This is an optimization exercise on Yosys and OpenROAD, whose aim is small area, a short achievable clock period and few clock cycles per item, not a production implementation.
Function was checked by simulation only, so behaviour that the tests miss may differ from the original.

File: flow/design.v
module mod_exp(
    input clk,
    input rst,
    input start,
    input [31:0] base,
    input [31:0] exponent,
    input [31:0] modulus,
    output [31:0] result,
    output reg done
);
    localparam integer J1 = 4;               
    localparam integer J2 = 7;               
    localparam integer DW = 32 + J2 - J1;    
    localparam integer CR = 18;              
    reg        busy;
    reg        ph;        
    reg        indiv;     
    reg        tone;      
    reg        sred;      
    reg        rn;        
    reg [31:0] s, t, e, M;
    reg [DW-1:0] D;       
    reg [5:0]  L0;        
    reg [5:0]  lim;       
    assign result = t;
    wire tcp = ph && tone && !sred && !indiv;
    wire cp  = ph && tone && sred && !indiv && !rn;
    wire eph = ph && !cp;                   
    wire [31:0] A = (eph && !tcp) ? t : s;
    wire [31:0] P;
    booth32 u_mul(.a(A), .b(s), .p(P));
    wire [31:0] x [0:J2];
    assign x[0] = A;
    genvar k;
    generate
        for (k = 1; k <= J2; k = k + 1) begin : g_step
            wire [31:0] xin = (k == J2 - J1 + 1) ? ((indiv || tcp) ? x[k-1] : P) : x[k-1];
            csub #(.DW(DW)) u_cs(.x(xin), .d(D >> (k - 1)), .en(lim >= k), .y(x[k]));
        end
    endgenerate
    wire norm = !M[31] && !sred;
    wire nz16 = (M[31:16] == 16'd0);
    wire nz4 = (M[31:28] == 4'd0);
    wire [5:0] nsh = nz16 ? 6'd16 : nz4 ? 6'd4 : 6'd1;
    wire rn4 = (lim >= 6'd4);
    wire [5:0] rsh = rn4 ? 6'd4 : 6'd1;
    wire [31:0] Mn = !busy ? modulus :
                     norm ? (nz16 ? {M[15:0], 16'd0} : nz4 ? {M[27:0], 4'd0} : {M[30:0], 1'b0}) :
                     rn ? (rn4 ? {4'd0, M[31:4]} : {1'b0, M[31:1]}) : M;
    wire fin = (lim <= J2);
    wire ehz = (e[31:1] == 31'd0);
    wire step = !norm && !rn && !(cp && ehz);
    wire fin_all = (!ph && ehz) || (!norm && cp && ehz) || (step && fin && eph && ehz);
    wire [6:0] k0 = {L0, 1'b0} - 7'd2 * (1 + J2 - J1) - 7'd31;    
    always @(posedge clk) begin
        M <= Mn;
        if (!busy || norm || rn || fin)
            D <= {Mn, {(J2-J1){1'b0}}};
        else
            D <= D >> J2;
        if (!busy) begin
            s <= base;
            e <= exponent;
            ph <= exponent[0];
            indiv <= 1'b0;
            tone <= 1'b1;
            sred <= 1'b0;
            rn <= 1'b0;
            L0 <= 6'd1 + J2 - J1;
            lim <= 6'd1 + J2 - J1;
        end else if (!ph && ehz) begin
            t <= 32'd1;            
        end else if (norm) begin
            L0 <= L0 + nsh;
            lim <= L0 + nsh;
        end else if (rn) begin
            L0 <= L0 - rsh;
            if (lim == rsh) begin
                rn <= 1'b0;
                lim <= L0 - rsh;
            end else begin
                lim <= lim - rsh;
            end
        end else if (cp && ehz) begin
            t <= s;                
        end else begin
            if (eph) t <= x[J2]; else s <= x[J2];
            if (cp) begin
                t <= s;
                tone <= 1'b0;
            end
            if (fin) begin
                lim <= L0;
                indiv <= 1'b0;
                if (!eph) begin
                    e <= e >> 1;
                    ph <= e[1];
                    sred <= 1'b1;
                    if (!sred && L0 >= CR + 1 + J2 - J1) begin
                        rn <= 1'b1;
                        lim <= k0[5:0];
                    end
                end else begin
                    ph <= 1'b0;
                    tone <= 1'b0;
                end
            end else begin
                lim <= lim - J2;
                indiv <= 1'b1;
                if (cp) ph <= 1'b0;
            end
        end
    end
    always @(posedge clk or posedge rst) begin
        if (rst) begin
            busy <= 1'b0;
            done <= 1'b0;
        end else if (start) begin
            busy <= 1'b1;
            done <= 1'b0;
        end else if (busy && fin_all) begin
            busy <= 1'b0;
            done <= 1'b1;
        end
    end
endmodule
module booth32(input [31:0] a, input [31:0] b, output [31:0] p);
  wire [32:0] bb = {b, 1'b0};
  wire [31:0] rows [0:15];
  wire [31:0] negv;
  genvar i;
  generate for (i = 0; i < 16; i = i + 1) begin : g
    wire b0 = bb[2*i], b1 = bb[2*i+1], b2 = bb[2*i+2];
    wire neg = b2 & ~(b1 & b0);
    wire one = b1 ^ b0;
    wire two = (b2 & ~b1 & ~b0) | (~b2 & b1 & b0);
    wire [32:0] a2 = {a, 1'b0};
    wire [31:0] mag = ({32{one}} & a) | ({32{two}} & a2[31:0]);
    wire [31:0] r = (mag ^ {32{neg}});
    assign rows[i] = r << (2*i);
    assign negv[2*i] = neg;
    assign negv[2*i+1] = 1'b0;
  end endgenerate
  assign p = rows[0] + rows[1] + rows[2] + rows[3] + rows[4] + rows[5] + rows[6] + rows[7] + rows[8] + rows[9] + rows[10] + rows[11] + rows[12] + rows[13] + rows[14] + rows[15] + negv;
endmodule
module csub #(parameter DW = 35) (input [31:0] x, input [DW-1:0] d, input en, output [31:0] y);
  reg [31:0] g, p, G, P, c;
  integer l, i, j;
  always @* begin
    for (i = 0; i < 32; i = i + 1) begin
      g[i] = x[i] & ~d[i];
      p[i] = x[i] ^ ~d[i];
    end
    G = g; P = p;
    G[0] = g[0] | p[0];    
    for (l = 0; l < 5; l = l + 1)
      for (i = 0; i < 32; i = i + 1)
        if (((i + 1) % (2 << l)) == 0) begin
          j = i - (1 << l);
          G[i] = G[i] | (P[i] & G[j]);
          P[i] = P[i] & P[j];
        end
    for (l = 3; l >= 0; l = l - 1)
      for (i = 0; i < 32; i = i + 1)
        if (((i + 1) % (2 << l)) == (1 << l) && i >= (2 << l)) begin
          j = i - (1 << l);
          G[i] = G[i] | (P[i] & G[j]);
          P[i] = P[i] & P[j];
        end
    c[0] = 1'b1;
    for (i = 1; i < 32; i = i + 1) c[i] = G[i-1];
  end
  wire ge = G[31] & ~(|d[DW-1:32]) & en;
  assign y = ge ? (p ^ c) : x;
endmodule
File: flow/constraint.sdc
create_clock -name core_clock -period 95.0 [get_ports {clk}]
set_input_delay 19.0000 -clock core_clock [delete_from_list [all_inputs] [get_ports {clk}]]
set_output_delay 19.0000 -clock core_clock [all_outputs]
set_load 0.01 [all_outputs]
File: flow/flow/run.sh
#!/bin/bash
# The standard layout, with timing repair aimed at a 20.2 ns cycle
# (the design's 95 ns clock less a 74.8 ns setup margin) instead of 95 ns.
set -euo pipefail
bash standard.sh SETUP_SLACK_MARGIN=74.8 finish > standard_flow.log 2>&1
File: flow/config.mk
export PLATFORM = sky130hd
export DESIGN_NAME = mod_exp
export DESIGN_NICKNAME = mod_exp
export VERILOG_FILES = /design/flow/design.v
export SDC_FILE = /design/flow/constraint.sdc
export NUM_CORES = 4
export LEC_CHECK = 0
export ABC_AREA = 1
export CAP_MARGIN = 20
export CORE_MARGIN = 2
export CORE_UTILIZATION = 60
export PLACE_DENSITY = 0.68
export SLEW_MARGIN = 20
File: flow/standard.sh
#!/bin/bash
# synth_recipe.tcl (not shown) runs the flow's synth.tcl, then flattens the netlist and writes it again
# the make line also repeats each setting of config.mk as NAME=value (left out here)
make -C /OpenROAD-flow-scripts/flow DESIGN_CONFIG=/design/flow/config.mk WORK_HOME=/design/flow/orfs CLKGATE_MAP_FILE= SYNTH_SCRIPT=/design/flow/synth_recipe.tcl "${@:-finish}"
==> impl_metrics.py <==
metrics = {
    "run_status": {
        "status": "no timing/DRC/antenna violations",
    },
    "route": {
        "ant_nets": 0,
        "drcViolationCount": 0,
        "drt-total-wl_mm": 133,
        "drtIter0Drc": 4304,
        "dr.pass1.iters": 8,
        "wl_per_cell_um": 24.4,
        "routed_via_density": 6.33,
        "vias": 34500,
    },
    "global_routing": {
        "grt_usage_pct": 44.3,
        "grt_pass1_vias": 32500,
        "grt_antenna_before_repair": 2,
        "overflow": 0,
        "grt_max_degree": 84,
        "grt_pass1_wl_mm": 192,
    },
    "timing": {
        "setup_viol": 0,
        "tns_ns": 0,
        "rsz0062_at_grt": "no",
        "worst_slew_pin_slew_ns": 1.17,
        "post-route-period-util_pct": 21.2,
        "slew_headroom_pct": 22.0,
        "slew_viol_final": 0,
        "max_clock_freq_ghz": 0.0495,
        "fin_crit_ns": 20.18,
        "hold_viol": 0,
        "skew_ns": 0.0167,
    },
    "worst_setup_path": {
        "startpoint": "t[9]",
        "reg2regPathDepth": 93,
        "path_max_fanout": 2,
        "worstSetupPathDepth": 1,
        "crit_arrival_ns": 1.18,
        "cp_slowest_cell": "edfxtp_1",
        "crit_chain": "clkdlybuf4s15_2",
        "crit_buf_inv": 1,
        "path_class": "flop to output port",
        "crit_required_ns": 76.00,
        "r2r_start": "s[11]",
        "crit_path_max_incr_delay_ns": 0.46,
        "critPathCapture": "result[9]",
        "endpoint_kind": "output port",
        "start_kind": "flop",
        "reg2reg_slack_ns": 75.47,
        "reg2reg_to": "t[13]",
        "critPathTopFamily": "flip-flops",
    },
    "clocking": {
        "cts_root_buffer": "clkbuf_16",
        "clk_latency_ns": 0.48,
        "clockBufferDepth": 2,
        "clock-sinks": 181,
        "h-tree-depth": 4,
        "cts_tree": "built",
        "hold_buffers": 0,
        "clkSlewWorstSetupHoldPaths_ns": 0.09,
        "numCtsBuffers": 17,
    },
    "yosys": {
        "synth_edf_count": 96,
        "synth.top_cell.area_share_pct": 17.6,
        "syn_area_um2": 33700,
        "synth.avg_cell_area_um2": 7.40,
        "async_flop_share_pct": 1.10,
        "yosys_register_bits": 181,
        "ys_warn_count": 3,
        "netlist_instances": 4559,
        "yosysTopAreaCell": "fa_1",
        "ys_top_cells_by_area": "fa_1 18%, ha_1 13%, nand2_1 11%, edfxtp_1 8.5%, xor2_1 8.4%",
        "synth-seq-area-share_pct": 13.6,
        "synth_cell_types": 60,
        "syn-num-nets": 5299,
        "synth_ff_type": "edfxtp_1",
    },
    "cells_and_area": {
        "insertedDiodeCount": 0,
        "fillCellCount": 4843,
        "drive_above_1_share_pct": 9.57,
        "area_delta_synth_final_pct": 13.7,
        "seqCellArea_um2": 4600,
        "layout_common_cells": "925 x nand2_1, 630 x inv_1, 335 x ha_1",
        "fin_area_um2": 38400,
        "fin_nets": 5418,
        "multiInputGateArea_um2": 26800,
        "final_common_cell": "nand2_1",
    },
    "flow_run": {
        "maxCapViolCount": 0,
    },
    "floorplan": {
        "pin_count": 132,
        "rows": 86,
        "fp.dieH_um": 241,
        "die_x_um": 241,
        "die_area_um2": 58100,
        "start_util_pct": 61.0,
        "core-area_um2": 55300,
    },
    "placement": {
        "hpwlAfterDp_mm": 97.1,
        "port_buffers": 131,
        "postPlaceCellArea_um2": 35600,
        "routabilityCongestion": 1.01,
    },
    "hold_path": {
        "min-delay-start": "tone",
        "holdPathStages": 2,
        "worstHoldPathType": "flop to flop",
    },
}
Yosys cell counts (22+ instances only):
| cell | n |
|---|---|
| fa_1 | 297 |
| xor2_1 | 325 |
| o211ai_1 | 38 |
| edfxtp_1 | 96 |
| inv_1 | 636 |
| or2_2 | 22 |
| ha_1 | 344 |
| buf_1 | 27 |
| o22ai_1 | 236 |
| nand2_1 | 969 |
| a31oi_1 | 61 |
| o21ai_0 | 287 |
| a21o_1 | 45 |
| nand4_1 | 55 |
| clkbuf_1 | 151 |
| buf_2 | 25 |
| nor2_1 | 121 |
| dfxtp_1 | 83 |
| xnor2_1 | 64 |
| nand3_1 | 234 |
| a21oi_1 | 185 |
| o21ai_1 | 53 |
cells by family after synthesis:
family	share of synthesized area, %
AO/OA/AOI/OAI	17.5
buffers and inverters	10.1
adder cells (fa/ha/maj)	30.4
flip-flops	13.6
XOR/XNOR	10.1
multiplexers	0.119
AND/OR/NAND/NOR	18.2
state kept, by name, summed over array words and instances, names as in the netlist:
signal,cells
e,31
rn,1
tone,1
t,32
ph,1
busy,1
M,32
L0,6
indiv,1
D,35
sred,1
lim,6
done,1
s,32
through the flow:
stage | instances | utilization (%) | setup slack, ns | hold slack [ns]
after floorplan | 4559 | - | 75.13 | 0.437
after detailed placement | 5291 | 64.4 | 69.28 | 0.497
after global routing | 5439 | 69.4 | 74.50 | 0.517
after global placement | 5291 | 64.4 | 69.97 | 0.496
after CTS | 5366 | 66.9 | 74.80 | 0.510
final | 5439 | 69.4 | 74.82 | 0.500
metal layers:
layer,part of all wire (%),vias to the layer above,wire [um],global-route usage [%]
met5,0.016,-,21,0
met4,9.4,4,12500,33.7
met3,12,633,16000,10.6
met2,43,2342,57400,67.7
met1,35,16000,47000,54.2
li1,-,15500,-,-
area by class of cell:
type                            instances  area share (%)
Tap cell                              748            2.44
Timing Repair Buffer                  301            7.47
Inverter                              667            6.62
Timing Repair inverter                  1          0.0130
Clock inverter                         15           0.444
Sequential cell                       181            12.0
Clock buffer                           17            1.11
Multi-Input combinational cell       3509            69.9
how the worst min path moves through the flow:
stage and end:
4_1_cts tone, 3_5_place_dp tone, 5_1_grt tone, 6_report tone, 2_1_floorplan tone, 3_3_place_gp tone
timing repair:
item | CTS | global route
setup buffers | 33 | 58
endpoints found under the hold margin | 0 | 0
resized for setup | 198 | 186
gates cloned | 10 | 15
setup endpoints to repair | 97 | 74
pin swaps | 9 | 54
Testbench counts, summed over its fixed seeds: cycles 24,122, ops 320.

static timing again, ports no longer ideal:
The flow's constraints put no driver on any port. The routed layout listed below was extracted and timed again, unchanged, in two steps. Step 1 (the two cells are an assumption about what drives the block):
set clk [get_ports {clk}]
set_driving_cell -lib_cell sky130_fd_sc_hd__clkbuf_16 $clk
set_driving_cell -lib_cell sky130_fd_sc_hd__buf_2 [delete_from_list [all_inputs] $clk]
Step 2 moves the port delays by t, midway between the first and last clock arrival at a register: inputs arrive t later, outputs are due t later. That takes back most of the time a late clock gives input paths. a / b / c = ideal ports / drivers / drivers and shift; a / b = the first two.
t, ns: 0.525
slack for setup (ns): 74.818 / 74.761 / 74.886
hold slack, ns: 0.500 / 0.500 / 0.500
After both steps setup and hold are still met in this run. The setup slack of this run moves by -0.057 ns with the drivers and by +0.068 ns with both steps.
